What follows belongs to an exercise in optimizing a design on an open flow for small area, a short achievable clock period and few clock cycles per item; a production flow would make more cautious choices.
At most, simulation tests tie the RTL to the original design; equivalence was not proved.
Power figures rest on the tool's default switching activity, not on a simulated workload.

## SystolicArrayAxiWrapper
module SystolicArrayAxiWrapper(
    input axi_clk,
    input axi_rst_n,
    input s_axis_valid,
    input [47:0] s_axis_data,
    output s_axis_ready,
    output m_axis_valid,
    output [143:0] m_axis_data,
    input m_axis_ready
);
For scale: about 2300 cells after synthesis, ~24000 sq um of cells after synthesis.
Settings: LEC_CHECK=0, CAP_MARGIN=20, CORE_MARGIN=2, CORE_UTILIZATION=30, SETUP_SLACK_MARGIN=2.6, SLEW_MARGIN=20; clock period 6.5 ns.
run.sh (not shown) runs the stock make flow with config.mk's settings and CLKGATE_MAP_FILE= SYNTH_SCRIPT=/design/flow/synth_recipe.tcl, a recipe that flattens the netlist after the stock synthesis.
Testbench counts at the start, summed over its fixed seeds: cycles 976, items 320.
Next try:
- CORE_UTILIZATION: 30 -> 40
- SETUP_SLACK_MARGIN: 2.6 -> 2.4
Result: The changed run ran to the end with no violations; routed wire length shrinks by 4.6%; first-iteration DRC count climbs by 21%; global-route usage goes up by 4.8 points; design area shrinks by 5.2%; setup slack got worse by 0.078 ns; die area shrinks by 25%; via count went down by 0.68%; cell count falls by 8.6%.

---

== the baseline ==
SystolicArrayAxiWrapper, a different RTL version from the one above (not shown whole).
Size: ~220 flip-flops, ~24000 um^2 of cells after synthesis.
Settings: LEC_CHECK=0, CAP_MARGIN=20, CORE_MARGIN=2, CORE_UTILIZATION=40, SETUP_SLACK_MARGIN=2.6, SLEW_MARGIN=20; clock period 6.5 ns.
diff inputs: the baseline => the candidate
Settings: an added TNS_END_PERCENT of 0.
Compared with the baseline, the candidate shows a area added between synthesis and finish that is 4.9 points lower.
Between the baseline and the candidate, the layout inverter count without the clock tree figures differ only marginally.
Delta (the candidate minus the baseline): post-route cell area lost about 4%; share of cells above drive strength 1 went down; maximum vdd ir drop has decreased.
The baseline leaves more setup margin than the candidate.
No run of this note included a check of the RTL's function; only the layout flow was run.

---

Another version of the RTL of SystolicArrayAxiWrapper (not shown whole).
Size: roughly 2800 cells after synthesis, about 200 I/O pins, ~29000 sq um of cells after synthesis.
clock: 6.5 ns
lec_check: 0
cap_margin: 20
core_margin: 2
core_utilization: 40
setup_slack_margin: 3.0
slew_margin: 20
Testbench counts at the start, summed over its fixed seeds: cycles 976, items 320.
Rerun with:
- SETUP_SLACK_MARGIN: 3.0 -> 2.2
Worst setup slack degrades by 0.49 ns.
Synthesized cell count stays the same.
Final cell count is lower by about 6%.
Worst hold slack degrades by 0.011 ns.
Routed wire length is lower by 12%.
Global-route usage is lower by 3.2 points.
Die area stays the same.
Non-clock buffer count is lower by 234.
Rerun with:
- SETUP_SLACK_MARGIN: 2.2 -> 2.6
The new run produced a clean layout.
Synthesized area stays the same.
Cell area came out higher by 4.5%.
Via count rises by 3.3%.
Final cell count goes up by 3.5%.
Core utilization rises by 2.0 points.
Synthesized cell count does not change.
Wire length is higher by 5.3%.
Critical path depth stays the same.
Clock skew drops by 0.0034 ns.
Non-clock buffer count rises by 137.
Sequential cell count is unchanged.

---

exp/onyx:
SystolicArrayAxiWrapper with an RTL version that a note above also has.
Size: roughly 2300 cells after synthesis, about 220 flip-flops, ~200 I/O pins, about 24000 sq um of cells after synthesis.
Settings: LEC_CHECK=0, CAP_MARGIN=20, CORE_MARGIN=2, CORE_UTILIZATION=40, SETUP_SLACK_MARGIN=2.6, SLEW_MARGIN=20; clock period 6.5 ns.
Testbench counts of exp/onyx, summed over its fixed seeds: cycles 976, items 320.
Edits applied to the flow inputs when going from exp/onyx to exp/maple:
- a change of CORE_UTILIZATION from 40 to 55
[summary]
- Taking exp/onyx as the reference point, the met2 track demand over resource of exp/maple rises by 14 points.
- Compared with exp/onyx, in exp/maple final core area utilization +20 points, worst setup slack ~0 delta, total power +5.3%.
- On clock-buffer cell count: between exp/maple and exp/onyx, it ends up higher for exp/onyx.
- Across exp/maple and exp/onyx, the outcome is the same: a clean finish for every run.
- exp/maple against exp/onyx: insertion delay of the later-clocked pin in the worst-skew pair about even, height of the die went down, post-layout net count saw an increase.
- exp/maple vs exp/onyx: die area down by more than a quarter
The following lists how exp/pepper was set up differently from exp/maple:
- SETUP_SLACK_MARGIN: 2.6 -> 2.8
- CORE_UTILIZATION: 55 -> 40
Findings:
On post-synthesis to final-layout area growth: between exp/maple and exp/pepper, it ends up higher for exp/pepper.
Between exp/pepper and exp/maple, it is exp/pepper whose clock network power share is higher, by 0.4 points.
Re initial core utilization: exp/maple was higher than exp/pepper.
exp/pepper -> exp/maple: number of global-route vias before repair flat
exp/pepper does better than exp/maple on first-iteration DRC count.
On non-clock buffer count: between exp/maple and exp/pepper, it ends up lower for exp/pepper.
Comparing exp/maple and exp/pepper, the lower cell row count is on exp/maple.
Diff exp/maple and exp/pepper: fraction of area in multi-input gates lower in exp/pepper
Diff exp/maple -> exp/pepper | final core utilization | decrease of 18 points
What exp/tundra does differently from exp/pepper at the input level:
- swapping 2.8 for 2.6 in SETUP_SLACK_MARGIN
==> flow/flow/run.sh (new file) <==
#!/bin/bash
# The standard layout, with plain buf_1 cells as the port buffers instead of the delay-cell
# buffers buffer_ports picks by default. Each port still gets its own buffer.
set -euo pipefail
export BUFFER_PORTS_ARGS="-buffer_cell sky130_fd_sc_hd__buf_1"
bash standard.sh > standard.log 2>&1
==> flow/standard.sh (new file) <==
#!/bin/bash
# synth_recipe.tcl (not shown) runs the flow's synth.tcl, then flattens the netlist and writes it again
# the make line also repeats each setting of config.mk as NAME=value (left out here)
make -C /OpenROAD-flow-scripts/flow DESIGN_CONFIG=/design/flow/config.mk WORK_HOME=/design/flow/orfs CLKGATE_MAP_FILE= SYNTH_SCRIPT=/design/flow/synth_recipe.tcl "${@:-finish}"
removed: flow/run.sh
==> comparison <==
On power of the sequential group, exp/pepper tracks exp/tundra almost exactly. exp/tundra against exp/pepper: first-iteration DRC count shrank by 7.9%, final period demand of the worst path up 0.025 ns, global-route usage saw little to no change. Compared exp/tundra vs exp/pepper, and portion of the clock cycle consumed by the worst path in the final layout is up in exp/tundra. Signal arrival time at the worst endpoint (lower): exp/pepper. Post-layout total power: higher on exp/pepper. Going from exp/pepper to exp/tundra, total of fill cells in the finished design up 168; cell count dropped 11.

---

SystolicArrayAxiWrapper again, from the RTL that the note above started with.
Settings: LEC_CHECK=0, CAP_MARGIN=20, CORE_MARGIN=2, CORE_UTILIZATION=40, PLACE_DENSITY=0.75, SETUP_SLACK_MARGIN=2.6, SLEW_MARGIN=20; clock period 6.5 ns.
Stock flow here: none of the scripts above is used.
Testbench counts at the start, summed over its fixed seeds: cycles 976, items 320.
Edit:
PLACE_DENSITY = unset   (was 0.75)
TNS_END_PERCENT = 0   (was unset)
Outcome: Non-clock buffer count decreases by 16; sequential power stays flat; via count decreases by a few percent; wire length decreases by a few percent; count of clock-buffer cells in the layout increases by 1; cell area decreases by a few percent; core utilization decreases by 1.2 points; global-route usage decreases by 0.96 points; worst setup slack is worse by 0.055 ns; power decreases by a few percent.

==> afterwards: timing with drivers on the ports <==
How much do the figures lean on ideal ports? The routed layouts below were timed once more, with nothing changed but the port constraints.
Step 1: set_driving_cell puts a clkbuf_16 on axi_clk and a buf_2 on each other input, an assumption about the parent block.
Step 2 also shifts input and output timing later by t, the mid clock arrival at the registers, as if the neighbouring blocks saw the same clock.
Three values: ideal, step 1, step 2; two values: the first two.
run | t (ns) | setup WS [ns] | worst slew at a driven data input, ns
the first run of note 1 | 0.603 | 2.548 / 2.548 / 2.548 | 0.12
the second run of note 1 | 0.646 | 2.471 / 2.471 / 2.471 | 0.06
the baseline | 0.635 | 2.369 / 2.369 / 2.369 | 0.11
the candidate | 0.629 | 2.292 / 2.292 / 2.292 | 0.14
the first run of note 3 | 0.661 | 2.833 / 2.774 / 2.833 | 0.05
the second run of note 3 | 0.647 | 2.344 / 2.282 / 2.376 | 0.08
the third run of note 3 | 0.664 | 2.657 / 2.595 / 2.742 | 0.09
exp/onyx | 0.635 | 2.525 / 2.525 / 2.525 | 0.06
exp/maple | 0.643 | 2.525 / 2.525 / 2.525 | 0.07
exp/pepper | 0.645 | 2.526 / 2.526 / 2.526 | 0.09
exp/tundra | 0.637 | 2.501 / 2.501 / 2.501 | 0.09
the first run of note 5 | 0.627 | 2.552 / 2.552 / 2.552 | 0.08
the second run of note 5 | 0.641 | 2.497 / 2.497 / 2.497 | 0.08
After both steps every run listed still meets setup and hold.
